Source: an optimization exercise on an open RTL-to-GDS flow (aim: small area). Production flows keep margins and buffers that such runs may drop.
The RTL was checked by simulation tests, not by an equivalence proof against the original design.
No activity file was given, so power comes from the tool's default toggle rates.

==> willow <==
==> flow/design.v (excerpt) <==
module cxd2545_core (
	input         clk,
	input         rst_n,
	input         cxd_clk,
	input         cxd_data,
	input         cxd_xlat,
	input         sqck,
	input         host_read_n,
	input  [3:0]  host_addr,
	output [23:0] host_cmd,
	output        host_irq_n,
	input  [15:0] sens_pins,
	input         soct_sel,
	input         trc_en,
	input         drain,
	input  [15:0] trc_div,
	output [31:0] track_count,
	output        trc_toggle,
	input         st_valid,
	input  [31:0] st_data,
	input         st_sof,
	input         st_eof,
	output        st_ready,
	output        sens,
	output        subq,
	output        scor,
	output        c2po,
	output        cd_bclk,
	output        cd_lrck,
	output        cd_data
);
clock: 10.0 ns
lec_check: 0
cap_margin: 10
core_margin: 2
core_utilization: 70
place_density: 0.8
slew_margin: 10
standard.sh (not shown) runs the stock make flow with config.mk's settings and CLKGATE_MAP_FILE= SYNTH_SCRIPT=/design/flow/synth_recipe.tcl, a recipe that flattens the netlist after the stock synthesis.
==> flow/flow/run.sh <==
#!/bin/bash
# Layout flow: the standard synthesis, then its combinational gates re-mapped
# for area by ABC (flip-flops untouched), then the standard ORFS layout with
# smaller port buffers and a clock tree of clkbuf_4 cells without dummy
# loads. Each tool writes its full output to a log of its own: make.synth.log,
# resyn.log and make.layout.log in the work folder, and ORFS's per-step logs
# under orfs/logs.
set -euo pipefail
cd "$(dirname "$0")/.."
W=$PWD
R=$W/orfs/results/$FLOW_PLATFORM/cxd2545_core/base
bash standard.sh "$R/1_2_yosys.v" > make.synth.log 2>&1
cp "$R/1_2_yosys.v" "$W/1_2_yosys.standard.v"
RESYN_LIB=$FLOW_HOME/platforms/$FLOW_PLATFORM/lib/sky130_fd_sc_hd__tt_025C_1v80.lib \
RESYN_IN=$W/1_2_yosys.standard.v RESYN_OUT=$W/1_2_yosys.resyn.v RESYN_TOP=$FLOW_TOP \
RESYN_SCRIPT=$W/flow/resyn.abc \
  yosys -c flow/resyn.tcl > resyn.log 2>&1
cp "$W/1_2_yosys.resyn.v" "$R/1_2_yosys.v"
bash standard.sh \
  "BUFFER_PORTS_ARGS=-buffer_cell sky130_fd_sc_hd__buf_1" \
  "CTS_ARGS=-sink_clustering_enable -repair_clock_nets -dont_use_dummy_load -buf_list sky130_fd_sc_hd__clkbuf_4 -sink_clustering_size 10 -sink_clustering_max_diameter 50" \
  finish > make.layout.log 2>&1
==> flow/flow/resyn.abc <==
strash
&get -n
&deepsyn -T 60
&st
&b
&dch -f
&nf -a -R 1000
&st
&b
&dch -f
&nf -a -R 1000
&st
&b
&dch -f
&nf -a -R 1000
&put
Other scripts of this flow, unchanged in this note and not shown: flow/flow/resyn.tcl
==> garnet: changes against willow <==
--- a/flow/design.v
+++ b/flow/design.v
@@ -27,19 +27,19 @@
 	output        c2po,
 	output        cd_bclk,
 	output        cd_lrck,
 	output        cd_data
 );
 	wire rst = ~rst_n;
 	reg [4:1] clk_d, xlat_d;
 	reg [5:1] sqck_d;
-	reg       data_d;
-	always @(posedge clk) begin
-		data_d <= cxd_data;
+	reg [3:1] data_d;
+	always @(posedge clk) begin
+		data_d <= {data_d[2:1], cxd_data};
 		if (rst) begin
 			clk_d  <= 4'b0;
 			xlat_d <= 4'b0;
 			sqck_d <= 5'b0;
 		end else begin
 			clk_d  <= {clk_d[3:1], cxd_clk};
 			xlat_d <= {xlat_d[3:1], cxd_xlat};
 			sqck_d <= {sqck_d[4:1], sqck};
@@ -56,17 +56,17 @@
 	reg        irq_n;
 	always @(posedge clk) begin
 		if (rst) begin
 			cur_cmd <= 24'h0;
 			cmd     <= 24'h0;
 			irq_n   <= 1'b1;
 		end else begin
 			if (cpu_clk_rise)
-				cur_cmd <= {data_d, cur_cmd[23:1]};
+				cur_cmd <= {data_d[1], cur_cmd[23:1]};
 			if (cpu_xlat_fall)
 				cmd <= cur_cmd;
 			if (!host_read_n && host_addr == 4'h1)
 				irq_n <= 1'b1;
 			else if (cpu_xlat_fall)
 				irq_n <= 1'b0;
 		end
 	end
@@ -111,85 +111,96 @@
 				trk_cnt <= 31'h0;
 			else if (!trk_done && !(prev_trig && !trc_en))
 				trk_cnt <= trk_cnt + 1'b1;
 		end
 	end
 	assign trc_toggle  = toggle;
 	assign track_count = {trk_done, trk_cnt & {31{trk_done}}};
 	reg [2:0] s_cnt;
+	reg [2:0] s_shift;
 	reg [3:0] s_sel;
 	reg       sens_r;
 	wire [15:0] sens_data = {sens_pins[15:14], cd_c2po, toggle, sens_pins[11],
 	                         ~cd_c2po, sens_pins[9:0]};
+	always @(posedge clk) begin
+		if (s_clk_rise)
+			s_shift <= {data_d[3], s_shift[2:1]};
+	end
 	always @(posedge clk) begin
 		if (rst) begin
 			s_cnt  <= 3'h0;
 			s_sel  <= 4'h0;
 			sens_r <= 1'b0;
 		end else begin
 			if (s_xlat_fall) begin
 				s_cnt <= 3'h0;
 			end else if (s_clk_rise) begin
 				s_cnt <= s_cnt + 1'b1;
 				if (s_cnt == 3'd7)
-					s_sel <= cur_cmd[23:20];
+					s_sel <= {data_d[3], s_shift};
 			end
 			sens_r <= sens_data[s_sel];
 		end
 	end
 	assign sens = sens_r;
 	reg [4:0] o_pos;
 	reg       o_fok;
 	reg       o_lock;
+	reg       o_out;
 	always @(posedge clk) begin
 		if (s_xlat_fall && !soct_sq_fall) begin
 			o_fok  <= sens_pins[5];
 			o_lock <= ~cd_c2po;
 		end
 	end
 	always @(posedge clk) begin
-		if (rst)
-			o_pos <= 5'd17;
-		else if (soct_sq_fall) begin
-			if (o_pos != 5'd17)
+		if (rst) begin
+			o_pos <= 5'd16;
+			o_out <= 1'b0;
+		end else if (soct_sq_fall) begin
+			if (!o_pos[4])
 				o_pos <= o_pos + 1'b1;
-		end else if (s_xlat_fall)
+			o_out <= (o_pos <= 5'd6) | (o_pos == 5'd13 && o_fok) |
+			         ((o_pos == 5'd14 || o_pos == 5'd15) && o_lock);
+		end else if (s_xlat_fall) begin
 			o_pos <= 5'd0;
-	end
-	wire o_out = (o_pos <= 5'd7) | (o_pos == 5'd14 && o_fok) |
-	             ((o_pos == 5'd15 || o_pos == 5'd16) && o_lock);
+			o_out <= 1'b1;
+		end
+	end
 	reg lock_drain;
 	always @(posedge clk) begin
 		if (rst)
 			lock_drain <= 1'b0;
 		else if (drain)
 			lock_drain <= 1'b1;
 		else if (st_sof)
 			lock_drain <= 1'b0;
 	end
 	reg wait_data;
 	assign st_ready = (!drain || st_sof) ? wait_data : 1'b1;
 	wire acc = st_valid & ~lock_drain & wait_data;
-	reg [31:0] q1, q2;
 	reg [9:0]  word_cnt;
+	reg [31:0] w_new;
 	reg [31:0] w_next;
 	reg        w_next_v;
 	reg        new_c2po;
 	reg [31:0] w_out;
 	reg        w_out_v;
 	reg        c2po_delay;
 	reg [5:0]  cd_cnt;
 	reg        clk_out;
 	reg        cd_data_r;
 	wire frame = (cd_cnt == 6'd0) & clk_out;
 	always @(posedge clk) begin
+		if (acc && (word_cnt < 10'd587 || st_sof))
+			w_new <= st_data;
 		if (frame) begin
 			if (!wait_data)
-				w_next <= q1;
+				w_next <= w_new;
 			w_out <= w_next;
 		end
 	end
 	reg frame_bit;
 	always @(*) begin
 		if (cd_cnt >= 6'd40)
 			frame_bit = w_out[31];
 		else if (cd_cnt >= 6'd24)
@@ -239,16 +250,17 @@
 				cd_data_r <= w_out_v & frame_bit;
 			end
 		end
 	end
 	assign cd_bclk = clk_out;
 	assign cd_lrck = (cd_cnt >= 6'd23) && (cd_cnt != 6'd47);
 	assign cd_data = cd_data_r;
 	wire load_q = acc & st_eof;
+	reg [31:0] q1, q2;
 	reg [95:0] sub_q;
 	reg        sub_q_v;
 	reg        sqso;
 	reg        scor_r;
 	reg [3:0]  scor_latch;
 	always @(posedge clk) begin
 		if (subq_sq_fall)
 			sub_q <= {sub_q[94:0], 1'b0};
--- a/flow/flow/run.sh
+++ b/flow/flow/run.sh
@@ -13,10 +13,10 @@
 cp "$R/1_2_yosys.v" "$W/1_2_yosys.standard.v"
 RESYN_LIB=$FLOW_HOME/platforms/$FLOW_PLATFORM/lib/sky130_fd_sc_hd__tt_025C_1v80.lib \
 RESYN_IN=$W/1_2_yosys.standard.v RESYN_OUT=$W/1_2_yosys.resyn.v RESYN_TOP=$FLOW_TOP \
 RESYN_SCRIPT=$W/flow/resyn.abc \
   yosys -c flow/resyn.tcl > resyn.log 2>&1
 cp "$W/1_2_yosys.resyn.v" "$R/1_2_yosys.v"
 bash standard.sh \
   "BUFFER_PORTS_ARGS=-buffer_cell sky130_fd_sc_hd__buf_1" \
-  "CTS_ARGS=-sink_clustering_enable -repair_clock_nets -dont_use_dummy_load -buf_list sky130_fd_sc_hd__clkbuf_4 -sink_clustering_size 10 -sink_clustering_max_diameter 50" \
+  "CTS_ARGS=-sink_clustering_enable -repair_clock_nets -dont_use_dummy_load -buf_list sky130_fd_sc_hd__clkbuf_4 -sink_clustering_size 9 -sink_clustering_max_diameter 50" \
   finish > make.layout.log 2>&1
==> flow/flow/resyn.abc (replaced) <==
strash
&get -n
&st
&b
&dch -f
&nf -a -R 1000
&st
&b
&dch -f
&nf -a -R 1000
&st
&b
&dch -f
&nf -a -R 1000
&put
CORE_UTILIZATION = 40   (was 70)
PLACE_DENSITY = 0.6   (was 0.8)
==> summary of the runs <==
Between willow and garnet, the lower non-clock buffer count is in willow (gap 4).
In willow the maximum frequency is lower than in garnet, by 17%.
Hold slack: willow is better than garnet (0.054 ns).
Clock power: willow is smaller than garnet (17%).
Between garnet and willow, the lower clock skew is in willow (gap 0.010 ns).
Against willow, the via count of garnet is larger by 4.1%.
Between willow and garnet, the lower synthesized cell count is in willow (gap 4.5%, measured against garnet).
In garnet the cell count is larger than in willow, by about 20%.
==> figures <==
metric	garnet	willow
Well tap count	511	270
Total design power	2.943 mW	2.596 mW
Number of cells produced by synthesis	1,120	1,070
Result of the run	finished clean	finished clean
Power in combinational cells	172 uW	151 uW
Fmax achieved	208.6 MHz	173.4 MHz
First-pass GRT wire length	49,760 um	44,330 um
Post-layout instance count excluding filler cells	1,849	1,541
Initial Utilization	0.4081	0.7079
Flip-flop and latch count	431	393
Count of inverters other than clock inverters in the layout	26	29
Critical-path maximum fanout	21	22
Worst hold endpoint	data_d[3]$_DFF_P_	w_out[31]$_DFFE_PP_
Fraction of final layout cells with drive strength greater than 1	0.06442	0.05276
Number of global-route vias before repair	9,684	9,030
Register fraction of the total cell area	0.6345	0.6299
Multi-Input Combinational	662	647
Min Hold Slack	0.3414 ns	0.3958 ns


==> violet <==
==> flow/design.v <==
module cxd2545_core (
	input         clk,
	input         rst_n,
	input         cxd_clk,
	input         cxd_data,
	input         cxd_xlat,
	input         sqck,
	input         host_read_n,
	input  [3:0]  host_addr,
	output [23:0] host_cmd,
	output        host_irq_n,
	input  [15:0] sens_pins,
	input         soct_sel,
	input         trc_en,
	input         drain,
	input  [15:0] trc_div,
	output [31:0] track_count,
	output        trc_toggle,
	input         st_valid,
	input  [31:0] st_data,
	input         st_sof,
	input         st_eof,
	output        st_ready,
	output        sens,
	output        subq,
	output        scor,
	output        c2po,
	output        cd_bclk,
	output        cd_lrck,
	output        cd_data
);
	wire rst = ~rst_n;
	reg [4:1] clk_d, xlat_d;
	reg [5:1] sqck_d;
	reg [3:1] data_d;
	always @(posedge clk) begin
		data_d <= {data_d[2:1], cxd_data};
		if (rst) begin
			clk_d  <= 4'b0;
			xlat_d <= 4'b0;
			sqck_d <= 5'b0;
		end else begin
			clk_d  <= {clk_d[3:1], cxd_clk};
			xlat_d <= {xlat_d[3:1], cxd_xlat};
			sqck_d <= {sqck_d[4:1], sqck};
		end
	end
	wire cpu_clk_rise  = clk_d[1] & ~clk_d[2];
	wire cpu_xlat_fall = ~xlat_d[1] & xlat_d[2];
	wire s_clk_rise    = clk_d[3] & ~clk_d[4];
	wire s_xlat_fall   = ~xlat_d[3] & xlat_d[4];
	wire soct_sq_fall  = ~sqck_d[3] & sqck_d[4];
	wire subq_sq_fall  = ~sqck_d[4] & sqck_d[5];
	reg [23:0] cur_cmd;
	reg [23:0] cmd;
	reg        irq_n;
	always @(posedge clk) begin
		if (rst) begin
			cur_cmd <= 24'h0;
			cmd     <= 24'h0;
			irq_n   <= 1'b1;
		end else begin
			if (cpu_clk_rise)
				cur_cmd <= {data_d[1], cur_cmd[23:1]};
			if (cpu_xlat_fall)
				cmd <= cur_cmd;
			if (!host_read_n && host_addr == 4'h1)
				irq_n <= 1'b1;
			else if (cpu_xlat_fall)
				irq_n <= 1'b0;
		end
	end
	assign host_cmd   = cmd;
	assign host_irq_n = irq_n;
	reg cd_c2po;
	assign c2po = cd_c2po;
	reg [15:0] pre_cnt;
	reg [8:0]  div_cnt;
	reg        toggle;
	reg        prev_trig;
	reg        trk_done;
	reg [30:0] trk_cnt;
	wire tick = ~(pre_cnt < trc_div);
	always @(posedge clk) begin
		if (rst) begin
			pre_cnt   <= 16'h0;
			div_cnt   <= 9'h0;
			toggle    <= 1'b0;
			prev_trig <= 1'b0;
			trk_done  <= 1'b0;
		end else if (!tick) begin
			pre_cnt <= pre_cnt + 1'b1;
		end else begin
			pre_cnt <= 16'h0;
			if (!div_cnt[8]) begin
				div_cnt <= div_cnt + 1'b1;
			end else begin
				div_cnt <= 9'h0;
				toggle  <= ~toggle;
			end
			prev_trig <= trc_en;
			if (prev_trig && !trc_en)
				trk_done <= 1'b1;
			else if (!prev_trig && trc_en)
				trk_done <= 1'b0;
		end
	end
	always @(posedge clk) begin
		if (tick) begin
			if (!prev_trig && trc_en)
				trk_cnt <= 31'h0;
			else if (!trk_done && !(prev_trig && !trc_en))
				trk_cnt <= trk_cnt + 1'b1;
		end
	end
	assign trc_toggle  = toggle;
	assign track_count = {trk_done, trk_cnt & {31{trk_done}}};
	reg [2:0] s_cnt;
	reg [2:0] s_shift;
	reg [3:0] s_sel;
	reg       sens_r;
	wire [15:0] sens_data = {sens_pins[15:14], cd_c2po, toggle, sens_pins[11],
	                         ~cd_c2po, sens_pins[9:0]};
	always @(posedge clk) begin
		if (s_clk_rise)
			s_shift <= {data_d[3], s_shift[2:1]};
	end
	always @(posedge clk) begin
		if (rst) begin
			s_cnt  <= 3'h0;
			s_sel  <= 4'h0;
			sens_r <= 1'b0;
		end else begin
			if (s_xlat_fall) begin
				s_cnt <= 3'h0;
			end else if (s_clk_rise) begin
				s_cnt <= s_cnt + 1'b1;
				if (s_cnt == 3'd7)
					s_sel <= {data_d[3], s_shift};
			end
			sens_r <= sens_data[s_sel];
		end
	end
	assign sens = sens_r;
	reg [4:0] o_pos;
	reg       o_fok;
	reg       o_lock;
	reg       o_out;
	always @(posedge clk) begin
		if (s_xlat_fall && !soct_sq_fall) begin
			o_fok  <= sens_pins[5];
			o_lock <= ~cd_c2po;
		end
	end
	always @(posedge clk) begin
		if (rst) begin
			o_pos <= 5'd16;
			o_out <= 1'b0;
		end else if (soct_sq_fall) begin
			if (!o_pos[4])
				o_pos <= o_pos + 1'b1;
			o_out <= (o_pos <= 5'd6) | (o_pos == 5'd13 && o_fok) |
			         ((o_pos == 5'd14 || o_pos == 5'd15) && o_lock);
		end else if (s_xlat_fall) begin
			o_pos <= 5'd0;
			o_out <= 1'b1;
		end
	end
	reg lock_drain;
	always @(posedge clk) begin
		if (rst)
			lock_drain <= 1'b0;
		else if (drain)
			lock_drain <= 1'b1;
		else if (st_sof)
			lock_drain <= 1'b0;
	end
	reg wait_data;
	assign st_ready = (!drain || st_sof) ? wait_data : 1'b1;
	wire acc = st_valid & ~lock_drain & wait_data;
	reg [9:0]  word_cnt;
	reg [31:0] w_new;
	reg [31:0] w_next;
	reg        w_next_v;
	reg        new_c2po;
	reg [31:0] w_out;
	reg        w_out_v;
	reg        c2po_delay;
	reg [5:0]  cd_cnt;
	reg        clk_out;
	reg        cd_data_r;
	wire frame = (cd_cnt == 6'd0) & clk_out;
	always @(posedge clk) begin
		if (acc && (word_cnt < 10'd587 || st_sof))
			w_new <= st_data;
		if (frame) begin
			if (!wait_data)
				w_next <= w_new;
			w_out <= w_next;
		end
	end
	reg frame_bit;
	always @(*) begin
		if (cd_cnt >= 6'd40)
			frame_bit = w_out[31];
		else if (cd_cnt >= 6'd24)
			frame_bit = w_out[cd_cnt - 6'd8];
		else if (cd_cnt >= 6'd16)
			frame_bit = w_out[15];
		else
			frame_bit = w_out[cd_cnt[3:0]];
	end
	always @(posedge clk) begin
		if (rst) begin
			wait_data  <= 1'b1;
			word_cnt   <= 10'h0;
			w_next_v   <= 1'b0;
			new_c2po   <= 1'b0;
			w_out_v    <= 1'b0;
			c2po_delay <= 1'b0;
			cd_c2po    <= 1'b0;
			cd_cnt     <= 6'd0;
			clk_out    <= 1'b0;
			cd_data_r  <= 1'b0;
		end else begin
			if (acc) begin
				if (st_sof)
					word_cnt <= 10'h0;
				else
					word_cnt <= word_cnt + 1'b1;
				if (word_cnt < 10'd587 || st_sof)
					wait_data <= 1'b0;
			end
			if (frame) begin
				if (!wait_data)
					wait_data <= 1'b1;
				w_next_v  <= ~wait_data;
				new_c2po  <= wait_data;
			end
			clk_out <= ~clk_out;
			if (clk_out) begin
				cd_c2po <= c2po_delay;
				if (cd_cnt != 6'd0) begin
					cd_cnt <= cd_cnt - 1'b1;
				end else begin
					cd_cnt     <= 6'd47;
					w_out_v    <= w_next_v;
					c2po_delay <= new_c2po;
				end
				cd_data_r <= w_out_v & frame_bit;
			end
		end
	end
	assign cd_bclk = clk_out;
	assign cd_lrck = (cd_cnt >= 6'd23) && (cd_cnt != 6'd47);
	assign cd_data = cd_data_r;
	wire load_q = acc & st_eof;
	reg [31:0] q1, q2;
	reg [95:0] sub_q;
	reg        sub_q_v;
	reg        sqso;
	reg        scor_r;
	reg [3:0]  scor_latch;
	always @(posedge clk) begin
		if (subq_sq_fall)
			sub_q <= {sub_q[94:0], 1'b0};
		else if (load_q)
			sub_q <= {q2, q1, st_data};
	end
	always @(posedge clk) begin
		if (rst) begin
			q1         <= 32'h0;
			q2         <= 32'h0;
			sub_q_v    <= 1'b0;
			sqso       <= 1'b0;
			scor_r     <= 1'b0;
			scor_latch <= 4'h0;
		end else begin
			if (acc) begin
				q1 <= st_data;
				q2 <= q1;
			end
			if (subq_sq_fall)
				sqso <= sub_q_v & sub_q[95];
			else if (load_q) begin
				sqso    <= 1'b1;
				sub_q_v <= 1'b1;
			end
			if (load_q) begin
				scor_latch <= 4'hf;
				scor_r     <= 1'b1;
			end else if (scor_latch != 4'h0)
				scor_latch <= scor_latch - 1'b1;
			else
				scor_r <= 1'b0;
		end
	end
	assign scor = ~soct_sel & scor_r;
	assign subq = soct_sel ? o_out : sqso;
endmodule
==> flow/flow/run.sh <==
#!/bin/bash
# Standard ORFS layout with smaller port buffers and a clock tree without
# dummy loads. Each tool's output goes to the ORFS logs under orfs/logs and
# make's own output to make.log in the work folder.
set -euo pipefail
cd "$(dirname "$0")/.."
bash standard.sh \
  "BUFFER_PORTS_ARGS=-buffer_cell sky130_fd_sc_hd__buf_1" \
  "CTS_ARGS=-sink_clustering_enable -repair_clock_nets -dont_use_dummy_load -buf_list sky130_fd_sc_hd__clkbuf_4" \
  finish > make.log 2>&1
==> flow/standard.sh <==
#!/bin/bash
# synth_recipe.tcl (not shown) runs the flow's synth.tcl, then flattens the netlist and writes it again
# the make line also repeats each setting of config.mk as NAME=value (left out here)
make -C /OpenROAD-flow-scripts/flow DESIGN_CONFIG=/design/flow/config.mk WORK_HOME=/design/flow/orfs CLKGATE_MAP_FILE= SYNTH_SCRIPT=/design/flow/synth_recipe.tcl "${@:-finish}"
==> flow/config.mk <==
export PLATFORM = sky130hd
export DESIGN_NAME = cxd2545_core
export DESIGN_NICKNAME = cxd2545_core
export VERILOG_FILES = /design/flow/design.v
export SDC_FILE = /design/flow/constraint.sdc
export NUM_CORES = 4
export LEC_CHECK = 0
export CAP_MARGIN = 20
export CORE_MARGIN = 2
export CORE_UTILIZATION = 40
export PLACE_DENSITY = 0.6
export SLEW_MARGIN = 20
==> flow/constraint.sdc <==
create_clock -name core_clock -period 10.0 [get_ports {clk}]
set_input_delay 2.0000 -clock core_clock [delete_from_list [all_inputs] [get_ports {clk}]]
set_output_delay 2.0000 -clock core_clock [all_outputs]
set_load 0.01 [all_outputs]
==> inputs of lagoon, as changes to violet <==
==> flow/flow/run.sh (replaced) <==
#!/bin/bash
# Layout flow: the standard synthesis, then its combinational gates re-mapped
# for area by ABC (flip-flops untouched), then the standard ORFS layout with
# smaller port buffers and a clock tree of clkbuf_4 cells without dummy
# loads. Each tool writes its full output to a log of its own: make.synth.log,
# resyn.log and make.layout.log in the work folder, and ORFS's per-step logs
# under orfs/logs.
set -euo pipefail
cd "$(dirname "$0")/.."
W=$PWD
R=$W/orfs/results/$FLOW_PLATFORM/cxd2545_core/base
bash standard.sh "$R/1_2_yosys.v" > make.synth.log 2>&1
cp "$R/1_2_yosys.v" "$W/1_2_yosys.standard.v"
RESYN_LIB=$FLOW_HOME/platforms/$FLOW_PLATFORM/lib/sky130_fd_sc_hd__tt_025C_1v80.lib \
RESYN_IN=$W/1_2_yosys.standard.v RESYN_OUT=$W/1_2_yosys.resyn.v RESYN_TOP=$FLOW_TOP \
RESYN_SCRIPT=$W/flow/resyn.abc \
  yosys -c flow/resyn.tcl > resyn.log 2>&1
cp "$W/1_2_yosys.resyn.v" "$R/1_2_yosys.v"
bash standard.sh \
  "BUFFER_PORTS_ARGS=-buffer_cell sky130_fd_sc_hd__buf_1" \
  "CTS_ARGS=-sink_clustering_enable -repair_clock_nets -dont_use_dummy_load -buf_list sky130_fd_sc_hd__clkbuf_4 -sink_clustering_size 9 -sink_clustering_max_diameter 50" \
  finish > make.layout.log 2>&1
==> flow/flow/resyn.abc (new file) <==
strash
&get -n
&deepsyn -T 60
&st
&b
&dch -f
&nf -a -R 1000
&st
&b
&dch -f
&nf -a -R 1000
&st
&b
&dch -f
&nf -a -R 1000
&put
==> flow/flow/resyn.tcl (new file) <==
# Re-map the combinational logic of the standard synthesis netlist for area.
# The flip-flops and tie cells are kept as they are (same instances, names
# and cell types); only the gates between them are re-mapped by ABC.
yosys -import
set lib $::env(RESYN_LIB)
set out $::env(RESYN_OUT)
set top $::env(RESYN_TOP)
# models of the combinational cells, so that they can be flattened
read_liberty -ignore_miss_func $lib
delete sky130_fd_sc_hd__*df* sky130_fd_sc_hd__*dl* sky130_fd_sc_hd__conb_1 sky130_fd_sc_hd__*lpflow*
write_verilog -noattr $out.cells.v
design -reset
read_liberty -lib $lib
read_verilog -overwrite $out.cells.v
read_verilog $::env(RESYN_IN)
hierarchy -top $top
tee -o $out.before.txt stat -liberty $lib
flatten
techmap
opt_clean -purge
abc -liberty $lib -dont_use sky130_fd_sc_hd__probe_p_8 -dont_use sky130_fd_sc_hd__probec_p_8 \
  -dont_use *lpflow* -script $::env(RESYN_SCRIPT)
setundef -zero
opt_clean -purge
select $top
write_verilog -noattr -selected $out.raw.v
# the mapped netlist again, now with every cell a library cell
design -reset
read_liberty -lib $lib
read_verilog $out.raw.v
hierarchy -top $top
splitnets
yosys rename -hide w:*.*
opt_clean -purge
opt_clean -purge
hilomap -singleton -hicell sky130_fd_sc_hd__conb_1 HI -locell sky130_fd_sc_hd__conb_1 LO
insbuf -buf sky130_fd_sc_hd__buf_4 A X
opt_clean -purge
tee -o $out.after.txt stat -liberty $lib
check -assert -mapped
write_verilog -noattr -noexpr -nohex -nodec $out
CAP_MARGIN = 10   (was 20)
SLEW_MARGIN = 10   (was 20)
==> inputs of raven, as changes to violet <==
==> flow/flow/run.sh (replaced) <==
#!/bin/bash
# Standard ORFS layout with smaller port buffers and a clock tree of
# clkbuf_4 cells without dummy loads. Each tool's output goes to the ORFS
# logs under orfs/logs and make's own output to make.log in the work folder.
set -euo pipefail
cd "$(dirname "$0")/.."
bash standard.sh \
  "BUFFER_PORTS_ARGS=-buffer_cell sky130_fd_sc_hd__buf_1" \
  "CTS_ARGS=-sink_clustering_enable -repair_clock_nets -dont_use_dummy_load -buf_list sky130_fd_sc_hd__clkbuf_4 -sink_clustering_size 8 -sink_clustering_max_diameter 50" \
  finish > make.log 2>&1
==> notes <==
The highest utilization belongs to lagoon, the lowest to raven.
Between violet and lagoon, the lower die area is in lagoon (gap 16%, measured against lagoon).
In combinational power, raven and violet hardly differ.
Worst setup slack: lagoon < raven < violet.
Clock skew, lowest first: lagoon, violet, raven.
Sequential share of layout area: lagoon > raven > violet.
==> figures <==
| metric | raven | violet | lagoon |
|---|---|---|---|
| Met1 global-route usage | 0.2020 | 0.1983 | 0.2075 |
| Net count after synthesis | 1815 | 1815 | 1170 |
| Global routing met3 resource utilization | 0.03638 | 0.03666 | 0.03949 |
| Critical path startpoint | soct_sel | soct_sel | trk_cnt[0] |
| Vias after detailed routing | 12110 | 12340 | 9575 |
| GR Layer Usage met2 | 0.2645 | 0.2657 | 0.2353 |
| Post-synthesis async set-or-reset flop share | 0 | 0 | - |
| Nets | 1936 | 1987 | 1387 |
| Total routed wirelength | 36.25 mm | 36.47 mm | 30.07 mm |
| Maximum number of pins on one net before global-route repair | 107 | 107 | 75 |
| Status | complete, no violations | complete, no violations | complete, no violations |
| Worst-skew pair later-pin latency | 850 ps | 820 ps | 790 ps |
| Yosys top cell by area | sky130_fd_sc_hd__edfxtp_1 | sky130_fd_sc_hd__edfxtp_1 | - |
| Most instantiated flip-flop cell in the synthesis netlist | sky130_fd_sc_hd__edfxtp_1 | sky130_fd_sc_hd__edfxtp_1 | - |

afterwards: timing with drivers on the ports:
The flow's constraints put no driver on any port. The routed layouts listed below were extracted and timed again, unchanged, in two steps.
Step 1, drivers: a clkbuf_16 drives clk and a buf_2 each remaining input, both assumed.
Step 2 times the ports against the registers' clock, not the clock port: input delays grow and output delays shrink by t, the midpoint of the rising clock arrivals with the driver on.
Slacks: ideal / step 1 / step 2; pairs: ideal / step 1.
run	t, ns	setup WS [ns]	latest minus earliest clock arrival (ns)	cell pins on the clock port's net
willow	0.673	4.232 / 4.255 / 3.581	0.064 / 0.065	1
garnet	0.794	5.206 / 5.230 / 4.435	0.073 / 0.073	1
violet	0.820	5.449 / 5.427 / 5.374	0.104 / 0.104	1
lagoon	0.806	4.750 / 4.750 / 4.599	0.066 / 0.066	1
raven	0.839	5.449 / 5.401 / 5.347	0.134 / 0.134	1
After both steps every run listed still meets setup and hold. The setup slack of garnet, which loses most, moves by +0.024 ns with the drivers and by -0.771 ns with both steps.
